This design comes from an exercise in tuning for small area on the open sky130 flow, not from production work.
The RTL was checked by simulation tests, not by an equivalence proof against the original design.
Power figures rest on the tool's default switching activity, not on a simulated workload.

## flow/design.v (module list and top-level ports; edited modules follow where they fit)
// module pong_start_text: 69 lines
// module pong_end_shapes: 70 lines
// module pong_game_text: 16 lines
// module pong_circles: 43 lines
// module pong_cups_ball: 43 lines
// module pong_glyph: 86 lines
// module VGATopModule: 281 lines
// module pong_db: 102 lines
// module pong_score: 115 lines
// module pong_flash: 104 lines
module VGATopModule #(
    parameter TICK_CYCLES = 5000,          
    parameter LOCKOUT_DURATION = 25000,    
    parameter DEBOUNCE_DELAY = 50,         
    parameter FLASH_DURATION = 5000,       
    parameter BUZZER_DURATION = 15000,     
    parameter BUZZER_HALF_PERIOD = 10      
) (
    input clk,
    input sys_rst,             
    input reset,               
    input start_button,        
    input enable,              
    input [2:0] ir_sensor_p1,  
    input [2:0] ir_sensor_p2,  
    output h_sync,
    output v_sync,
    output [3:0] red,
    output [3:0] green,
    output [3:0] blue,
    output buzzer_out          
);
  // ...
==> flow/flow/run.sh <==
#!/bin/bash
# Layout flow: the standard flow (standard.sh) with these changes, all
# aimed at cell area (the clock period is met with several ns to spare):
#  - synthesis: an area-oriented ABC script (deep AIG resynthesis, then
#    area-oriented mapping) in place of ORFS's mapping script, and adders
#    left to ABC instead of being mapped to full and half adder cells.
#    Registers are untouched: ABC only sees the logic between them.
#    Synthesis runs with seven ABC random seeds at once (seed 0 in the main
#    work area through standard.sh, seeds 1-6 in work areas of their own);
#    the layout continues from the netlist with the smallest cell area.
#  - port buffers, and the buffers synthesis puts on outputs that share a
#    net: the smallest buffer cell.
#  - clock tree: clkbuf_8 buffers, sinks clustered by 16, no dummy loads.
# Everything else is ORFS's own. Each make run logs to a file of its own.
set -euo pipefail
HERE=$(pwd)
ARGS=(ADDER_MAP_FILE= GPL_TIMING_DRIVEN=0
  "MIN_BUF_CELL_AND_PORTS=sky130_fd_sc_hd__buf_1 A X"
  "BUFFER_PORTS_ARGS=-buffer_cell sky130_fd_sc_hd__buf_1"
  "CTS_ARGS=-sink_clustering_enable -repair_clock_nets -dont_use_dummy_load -buf_list sky130_fd_sc_hd__clkbuf_8 -root_buf sky130_fd_sc_hd__clkbuf_16 -sink_clustering_size 16 -sink_clustering_max_diameter 100")
prep_scripts() {
  rm -rf "$1"
  cp -r "$FLOW_HOME/scripts" "$1"
  sed "s/&deepsyn -T 300/\&deepsyn -T 300 -S $2/" "$HERE/flow/abc_deep.script" > "$1/abc_speed.script"
  cp "$1/abc_speed.script" "$1/abc_area.script"
}
area_of() {
  awk '/Chip area for module/ {print $NF}' "$1/reports/sky130hd/VGATopModule/base/synth_stat.txt" 2>/dev/null || true
}
pids=()
for s in 1 2 3 4 5 6; do
  mkdir -p "$HERE/seed$s"
  prep_scripts "$HERE/seed$s/scripts" "$s"
  make -C "$FLOW_HOME" DESIGN_CONFIG="$FLOW_CONFIG" WORK_HOME="$HERE/seed$s/orfs" \
    CLKGATE_MAP_FILE= SYNTH_SCRIPT="$HERE/synth_recipe.tcl" SCRIPTS_DIR="$HERE/seed$s/scripts" \
    "${ARGS[@]}" synth > "$HERE/seed$s/make_synth.log" 2>&1 &
  pids+=($!)
done
prep_scripts "$HERE/orfs_scripts" 0
bash standard.sh SCRIPTS_DIR="$HERE/orfs_scripts" "${ARGS[@]}" synth > "$HERE/flow_make_synth.log" 2>&1
for p in "${pids[@]}"; do wait "$p" || true; done

MAIN="$HERE/orfs"
best=0
best_area=$(area_of "$MAIN")
for s in 1 2 3 4 5 6; do
  a=$(area_of "$HERE/seed$s/orfs")
  if [[ -n "$a" && -f "$HERE/seed$s/orfs/results/sky130hd/VGATopModule/base/1_synth.odb" ]] &&
     awk -v a="$a" -v b="$best_area" 'BEGIN { exit !(a < b) }'; then
    best=$s
    best_area=$a
  fi
done
{ echo "synthesis areas: seed0 $(area_of "$MAIN")"; for s in 1 2 3 4 5 6; do echo "seed$s $(area_of "$HERE/seed$s/orfs")"; done; echo "using seed $best"; } > "$HERE/seed_choice.log"
if [[ $best != 0 ]]; then
  SRC="$HERE/seed$best/orfs"
  for d in results logs reports objects; do
    cp -r "$SRC/$d/sky130hd/VGATopModule/base/." "$MAIN/$d/sky130hd/VGATopModule/base/"
  done
  # keep make's view of the synthesis steps up to date, in step order
  R="$MAIN/results/sky130hd/VGATopModule/base"
  for f in 1_1_yosys_canonicalize.rtlil 1_2_yosys.v 1_2_yosys.sdc 1_synth.odb 1_synth.sdc; do
    [[ -f "$R/$f" ]] && touch "$R/$f"
    sleep 1
  done
fi
bash standard.sh SCRIPTS_DIR="$HERE/orfs_scripts" "${ARGS[@]}" finish > "$HERE/flow_make.log" 2>&1
==> flow/flow/abc_deep.script <==
strash
&get -n
&deepsyn -T 300
&put
&get -n
&dch -f
&nf -R 1000
&put
topo
stime -c
==> flow/standard.sh <==
#!/bin/bash
# synth_recipe.tcl (not shown) runs the flow's synth.tcl, then flattens the netlist and writes it again
# the make line also repeats each setting of config.mk as NAME=value (left out here)
make -C /OpenROAD-flow-scripts/flow DESIGN_CONFIG=/design/flow/config.mk WORK_HOME=/design/flow/orfs CLKGATE_MAP_FILE= SYNTH_SCRIPT=/design/flow/synth_recipe.tcl "${@:-finish}"
==> flow/config.mk <==
export PLATFORM = sky130hd
export DESIGN_NAME = VGATopModule
export DESIGN_NICKNAME = VGATopModule
export VERILOG_FILES = /design/flow/design.v
export SDC_FILE = /design/flow/constraint.sdc
export NUM_CORES = 4
export LEC_CHECK = 0
export CAP_MARGIN = 20
export CORE_MARGIN = 2
export CORE_UTILIZATION = 55
export GPL_TIMING_DRIVEN = 0
export PLACE_DENSITY = 0.75
export SLEW_MARGIN = 30
==> flow/constraint.sdc <==
create_clock -name core_clock -period 20.0 [get_ports {clk}]
set_input_delay 4.0000 -clock core_clock [delete_from_list [all_inputs] [get_ports {clk}]]
set_output_delay 4.0000 -clock core_clock [all_outputs]
set_load 0.01 [all_outputs]
==> summary.txt, run 1 <==
Status
  • Status: timing/DRC/antenna clean

Clock network
  • Clock tree buffer depth: 3
  • Clk Tree Root Cell: clkbuf_16
  • Clock sink count: 255
  • TritonCTS clock tree: built
  • Cts bufs inserted: 19
  • Worst-Skew Late Latency: 0.48 ns

Floorplan
  • Die W: 155.7 um
  • Rows: 55
  • Die footprint: 24250 um^2

Logic synthesis
  • Synth Warn #: 7
  • Post-synthesis adder-cell area fraction: 0.1581%
  • Xor-xnor portion of the synthesized cell area: 2.767%

Timing
  • Max Fclk: approximately 0.083 GHz
  • Clock skew: 0.02918 ns
  • Max-slew violations: 0
  • Fin Setup TNS: 0 ns

Global routing
  • Grt met2 use: 51.12%

Place
  • Placed Area: 13230 um^2
  • Buffers on Ports: 24

Worst setup path
  • Crit Path Max Fanout: 29
  • Setup crit end kind: primary output
  • Worst Path Arrival: 8.06 ns
  • Max incr delay on CP: 0.80 ns

Min path
  • Worst hold path type: reg2reg
  • Hold Path End: flash[1].f.rot.t[8]$_SDFF_PP1_

Power and ir drop
  • Clk pwr share: between 30% and 40%
  • Pint: 0.0006197 W

Finish
  • Sequential cell count: 255
  • Bufs w/o clock: 39
  • Non-Filler Instances: 1971

Route
  • Routed via count: 12980

Run
  • Max-cap violations: 0
==> module pong_glyph, before the edit <==
module pong_glyph(input [3:0] ch, input [2:0] row, input [2:0] col, output bit_o);
  function glyph(input [3:0] ch, input [2:0] row, input [2:0] col);
    reg [7:0] d;
    begin
      case ({ch, row})
        7'h00: d = 8'b00111100;
        7'h01: d = 8'b01100110;
        7'h02: d = 8'b01101110;
        7'h03: d = 8'b01110110;
        7'h04: d = 8'b01100110;
        7'h05: d = 8'b01100110;
        7'h06: d = 8'b00111100;
        7'h08: d = 8'b00011000;
        7'h09: d = 8'b00111000;
        7'h0a: d = 8'b00011000;
        7'h0b: d = 8'b00011000;
        7'h0c: d = 8'b00011000;
        7'h0d: d = 8'b00011000;
        7'h0e: d = 8'b01111110;
        7'h10: d = 8'b00111100;
        7'h11: d = 8'b01100110;
        7'h12: d = 8'b00000110;
        7'h13: d = 8'b00001100;
        7'h14: d = 8'b00011000;
        7'h15: d = 8'b00110000;
        7'h16: d = 8'b01111110;
        7'h18: d = 8'b00111100;
        7'h19: d = 8'b01100110;
        7'h1a: d = 8'b00000110;
        7'h1b: d = 8'b00011100;
        7'h1c: d = 8'b00000110;
        7'h1d: d = 8'b01100110;
        7'h1e: d = 8'b00111100;
        7'h20: d = 8'b00001100;
        7'h21: d = 8'b00011100;
        7'h22: d = 8'b00111100;
        7'h23: d = 8'b01101100;
        7'h24: d = 8'b01111110;
        7'h25: d = 8'b00001100;
        7'h26: d = 8'b00001100;
        7'h28: d = 8'b01111110;
        7'h29: d = 8'b01100000;
        7'h2a: d = 8'b01111100;
        7'h2b: d = 8'b00000110;
        7'h2c: d = 8'b00000110;
        7'h2d: d = 8'b01100110;
        7'h2e: d = 8'b00111100;
        7'h30: d = 8'b00111100;
        7'h31: d = 8'b01100000;
        7'h32: d = 8'b01111100;
        7'h33: d = 8'b01100110;
        7'h34: d = 8'b01100110;
        7'h35: d = 8'b01100110;
        7'h36: d = 8'b00111100;
        7'h38: d = 8'b01111110;
        7'h39: d = 8'b00000110;
        7'h3a: d = 8'b00001100;
        7'h3b: d = 8'b00011000;
        7'h3c: d = 8'b00110000;
        7'h3d: d = 8'b00110000;
        7'h3e: d = 8'b00110000;
        7'h40: d = 8'b00111100;
        7'h41: d = 8'b01100110;
        7'h42: d = 8'b01100110;
        7'h43: d = 8'b00111100;
        7'h44: d = 8'b01100110;
        7'h45: d = 8'b01100110;
        7'h46: d = 8'b00111100;
        7'h48: d = 8'b00111100;
        7'h49: d = 8'b01100110;
        7'h4a: d = 8'b01100110;
        7'h4b: d = 8'b00111110;
        7'h4c: d = 8'b00000110;
        7'h4d: d = 8'b00001100;
        7'h4e: d = 8'b00111100;
        7'h52: d = 8'b00011000;
        7'h53: d = 8'b00011000;
        7'h55: d = 8'b00011000;
        7'h56: d = 8'b00011000;
        default: d = 8'b00000000;
      endcase
      glyph = d[~col];
    end
  endfunction
  assign bit_o = glyph(ch, row, col);
endmodule
==> run 2, diff against run 1 <==
--- a/flow/design.v
+++ b/flow/design.v
@@ -253,2 +253,3 @@
         7'h06: d = 8'b00111100;
+        7'h07: d = 8'b00111100;
         7'h08: d = 8'b00011000;
@@ -260,2 +261,3 @@
         7'h0e: d = 8'b01111110;
+        7'h0f: d = 8'b01111110;
         7'h10: d = 8'b00111100;
@@ -267,2 +269,3 @@
         7'h16: d = 8'b01111110;
+        7'h17: d = 8'b01111110;
         7'h18: d = 8'b00111100;
@@ -274,2 +277,3 @@
         7'h1e: d = 8'b00111100;
+        7'h1f: d = 8'b00111100;
         7'h20: d = 8'b00001100;
@@ -281,2 +285,3 @@
         7'h26: d = 8'b00001100;
+        7'h27: d = 8'b00001100;
         7'h28: d = 8'b01111110;
@@ -288,2 +293,3 @@
         7'h2e: d = 8'b00111100;
+        7'h2f: d = 8'b00111100;
         7'h30: d = 8'b00111100;
@@ -295,2 +301,3 @@
         7'h36: d = 8'b00111100;
+        7'h37: d = 8'b00111100;
         7'h38: d = 8'b01111110;
@@ -302,2 +309,3 @@
         7'h3e: d = 8'b00110000;
+        7'h3f: d = 8'b00110000;
         7'h40: d = 8'b00111100;
@@ -309,2 +317,3 @@
         7'h46: d = 8'b00111100;
+        7'h47: d = 8'b00111100;
         7'h48: d = 8'b00111100;
@@ -316,2 +325,3 @@
         7'h4e: d = 8'b00111100;
+        7'h4f: d = 8'b00111100;
         7'h52: d = 8'b00011000;
@@ -320,2 +330,28 @@
         7'h56: d = 8'b00011000;
+        7'h57: d = 8'b00011000;
+        7'h5a: d = 8'b00011000;
+        7'h5b: d = 8'b00011000;
+        7'h5d: d = 8'b00011000;
+        7'h5e: d = 8'b00011000;
+        7'h5f: d = 8'b00011000;
+        7'h62: d = 8'b00011000;
+        7'h63: d = 8'b00011000;
+        7'h65: d = 8'b00011000;
+        7'h66: d = 8'b00011000;
+        7'h67: d = 8'b00011000;
+        7'h6a: d = 8'b00011000;
+        7'h6b: d = 8'b00011000;
+        7'h6d: d = 8'b00011000;
+        7'h6e: d = 8'b00011000;
+        7'h6f: d = 8'b00011000;
+        7'h72: d = 8'b00011000;
+        7'h73: d = 8'b00011000;
+        7'h75: d = 8'b00011000;
+        7'h76: d = 8'b00011000;
+        7'h77: d = 8'b00011000;
+        7'h7a: d = 8'b00011000;
+        7'h7b: d = 8'b00011000;
+        7'h7d: d = 8'b00011000;
+        7'h7e: d = 8'b00011000;
+        7'h7f: d = 8'b00011000;
         default: d = 8'b00000000;
==> summary.txt, run 2 <==
Worst setup path
  • CP startpoint kind: flop
  • Setup crit end kind: primary output
  • Kind of critical path: reg2out
  • CP Data Required Time: 16.00 ns
  • R2R Path Start: x[7]$_SDFF_PP0_
  • Crit Path Max Fanout: 24 (-17%)
  • Flop2flop setup slack: 15.19 ns
  • Crit path from: y[4]$_SDFFE_PP0P_
  • Worst Path Arrival: 8.44 ns (+0.38 ns)

Logic synthesis
  • Synth area leaders: dfxtp_1, nor2_1, nand2_1
  • Yosys top cell area share: roughly two fifths
  • Prevailing post-synth register cell: dfxtp_1
  • Netlist area before placement: 12600 um^2
  • Synth cell types: 65
  • Post-Syn Instances: 1614
  • Post-synth EDFFs: 0
  • Synth Warn #: 7 (unchanged)
  • Yosys top cell by area: dfxtp_1
  • Synthesized flop and latch total: around 260
  • Syn avg cell area: 7.809 um^2
  • Sequential area share after synthesis: 40.50%
  • Net Count, Synth: around 1600
  • Most common cell in the netlist: dfxtp_1
  • Synth async-reset ratio: 0%
  • Post-synth top cells: dfxtp_1, nor2_1, nand2_1

Route
  • Vias/cell: 6.533
  • Routed WL per cell: 21.30 um
  • Drt total wl: 41480 um
  • Routed via count: 12730 (-1.9%)
  • Drt pass-1 iters: 8
  • ANT nets after route: 0
  • DRC Markers: 0
  • Starting DRT DRC Count: 1596

Power and ir drop
  • Tot Pwr: 0.0007932 W
  • Power per Cell Area: between 50 and 60 nW/um^2
  • Sw frac: 21.74%
  • Gate power share: between 2 and 3%
  • Maximum vdd drop: ~0.074 mV
  • Clk pwr share: 32.5% (+0.9 points)
  • Lkg Pwr: 4.888 nW
  • Flop pwr share: 64.7%
  • Pint: 0.0006208 W (+0.18%)
  • Psw: 0.0001724 W

Finish
  • Commonest non-fill, non-tap cell in the layout: dfxtp_1
  • Registers with the most flip-flops: flash.f.rot.t: 78 flops, sc1.s.db.c: 18 flops, sc2.s.db.c: 18 flops
  • Fill count: ~2100
  • Commonest non-fill, non-tap cells in the layout: dfxtp_1, nor2_1, nand2_1
  • Share of layout cells above drive strength 1: 2.225%
  • Multi-input logic area: 7328 um^2
  • # diodes: 0
  • Nets: 1676
  • Non-Filler Instances: 1948 (-1.2%)
  • Most flops, register: flash.f.rot.t
  • Max reg flops: 78
  • FF+latch area: 5111 um^2
  • Area growth syn-to-layout: 7.068%

Floorplan
  • Die W: 155.4 um (-0.23%)
  • Starting Density: between 50 and 60%
  • I/O pin count: 26
  • Die footprint: 24140 um^2 (-0.46%)
  • Total core area: 22570 um^2
  • Die extent in y: roughly 160 um
  • Rows: 55 (unchanged)

Timing
  • Max Fclk: 0.08040 GHz (-3.0%)
  • PnR worst setup slack: roughly 7.6 ns
  • Final setup fails: 0
  • Least-Margin Pin Slew: 1.085 ns
  • Fin crit share: around 62%
  • Max-slew violations: 0 (unchanged)
  • Fin Setup TNS: 0 ns (unchanged)
  • Min Tclk post-route: 12.44 ns
  • Final count of hold timing violations: 0
  • Unrepaired setup endpoints after global routing: no
  • Clock skew: 0.07312 ns (+0.04394 ns)
  • Relative slew slack: between 20% and 30%

Clock network
  • H-tree depth: 1
  • Clock tree buffer depth: 3 (unchanged)
  • CTS Hold Buffers Added: 0
  • Post_cts resized: 0
  • Cts bufs inserted: 20 (+1)
  • Worst-path clk slew: 0.11 ns
  • Total setup buffers inserted after CTS: 0
  • Worst-Skew Late Latency: 0.50 ns (+0.02 ns)
  • TritonCTS clock tree: built
  • Clk Tree Root Cell: clkbuf_16
  • Clock sink count: 255 (unchanged)

Place
  • Buffers on Ports: 24 (unchanged)
  • Setup slack at placement: 8.382 ns
  • Gpl congestion: ~1.1
  • Post-DP HPWL: 31160 um
  • Dpl cells: roughly 1900

Global routing
  • First-pass GRT wire length: about 65000 um
  • GRT Overall Usage: 33.98%
  • Gr ovfl total: 0
  • Initial antenna violation count: 0
  • Vias in the first global route: 11750
  • Largest net degree at the start of global routing: 43

Status
  • Status: timing/DRC/antenna clean

Run
  • Max-cap violations: 0 (unchanged)

Min path
  • Hold path start: flash[3].f.rot.t[11]$_SDFF_PP1_
  • Worst hold path type: reg2reg
-- run 2: changes by cell type in the layout (fill, tap and decap cells not counted), sizes merged, moves of 5 or more --
cell	delta
or2	-46
nor2	+31
a31o	-5
nand3	-24
xor2	-6
o21a	+23
o32ai	+7
nand4	+7
o21ai	-7
nand2	-45
a221oi	-10
and3	+5
nand2b	+40
-- run 2: metrics by stage --
stage               util, %  instance area, um^2  hold WS [ns]
floorplan                 -                12600        0.4072
global placement      57.82                13050        0.4103
detailed placement    58.36                13170        0.4167
CTS                   59.73                13480        0.4192
global route          59.78                13490        0.4344
finish                59.78                13490        0.4201
-- run 2: worst paths after layout --
kind                                                         to  cells past startpoint
worst max-delay path                                     red[1]                     25
worst min-delay path            flash[3].f.rot.t[12]$_SDFF_PP1_                      1
worst max register to register                  nb$_SDFFE_PP0P_                     14
worst min register to register  flash[3].f.rot.t[12]$_SDFF_PP1_                      1
-- run 2: worst max-delay path: stages (launching register included) --
cell and delay, ns:
dfxtp_1 1.01, clkinv_1 0.58, nor2_1 0.56, xnor2_1 0.17, o21ai_0 0.14, o21ai_0 0.52
o21ai_0 0.38, o31ai_1 0.35, xor2_1 0.38, nor2b_1 0.21, a21oi_1 0.05, nor2_1 0.47
nor2_1 0.08, o211ai_1 0.43, nor2_1 0.19, or3_1 0.41, a21oi_1 0.14, nor3_1 0.08
or4_1 0.56, nor3_1 0.26, nor2_1 0.07, o21ai_0 0.14, a21oi_1 0.12, a21oi_1 0.34
buf_1 0.14, buf_1 0.15
-- run 2: kinds of logic after synthesis --
| family | Yosys count | synth area share (%) |
|---|---|---|
| AND/OR/NAND/NOR | 810 | 31.53 |
| multiplexers | 14 | 1.142 |
| buffers and inverters | 53 | 1.578 |
| flip-flops | 255 | 40.50 |
| adder cells (fa/ha/maj) | 1 | 0.07942 |
| XOR/XNOR | 33 | 2.293 |
| AO/OA/AOI/OAI | 448 | 22.87 |
-- run 2: power by group through the flow --
stage	Clock (W)	Sequential, W	Combinational, W
6_report	0.000258	0.000513	0.0000220
3_3_place_gp	0	0.000525	0.0000207
2_1_floorplan	0	0.000524	0.0000126
4_1_cts	0.000264	0.000513	0.0000215
3_5_place_dp	0	0.000525	0.0000215
5_1_grt	0.000281	0.000514	0.0000241
-- run 2: final cells by class --
class | count | share of cell area, %
Multi-Input combinational cell | 1306 | 54.31
Sequential cell | 255 | 37.88
Tap cell | 285 | 2.643
Clock buffer | 20 | 2.290
Timing Repair Buffer | 29 | 1.409
Inverter | 45 | 1.252
Buffer | 8 | 0.2225
-- run 2: per-layer routing --
metal,part of all wire (%),GRT usage (%),up-vias
met4,5.0,14.37,0
li1,-,-,5998
met2,43,52.49,685
met1,43,47.11,5893
met3,9.3,5.627,150
met5,0,0,-

static timing again, ports no longer ideal:
How much do the figures lean on ideal ports? The routed layouts below were timed once more, with nothing changed but the port constraints. Step 1 assumes that a clkbuf_16 drives the clock port and a buf_2 every other input. Step 2 also shifts input and output timing later by t, the mid clock arrival at the registers, as if the neighbouring blocks saw the same clock. Slacks: no drivers / after step 1 / after step 2; pairs: no drivers / after step 1.
| run | t, ns | slack for setup (ns) | hold WS [ns] | slew at the worst register clock pin (ns) |
|---|---|---|---|---|
| run 1 | 0.517 | 7.940 / 7.888 / 8.405 | 0.431 / 0.431 / 0.431 | 0.12 / 0.12 |
| run 2 | 0.516 | 7.563 / 7.513 / 8.028 | 0.420 / 0.420 / 0.420 | 0.11 / 0.11 |
After both steps every run listed still meets setup and hold.
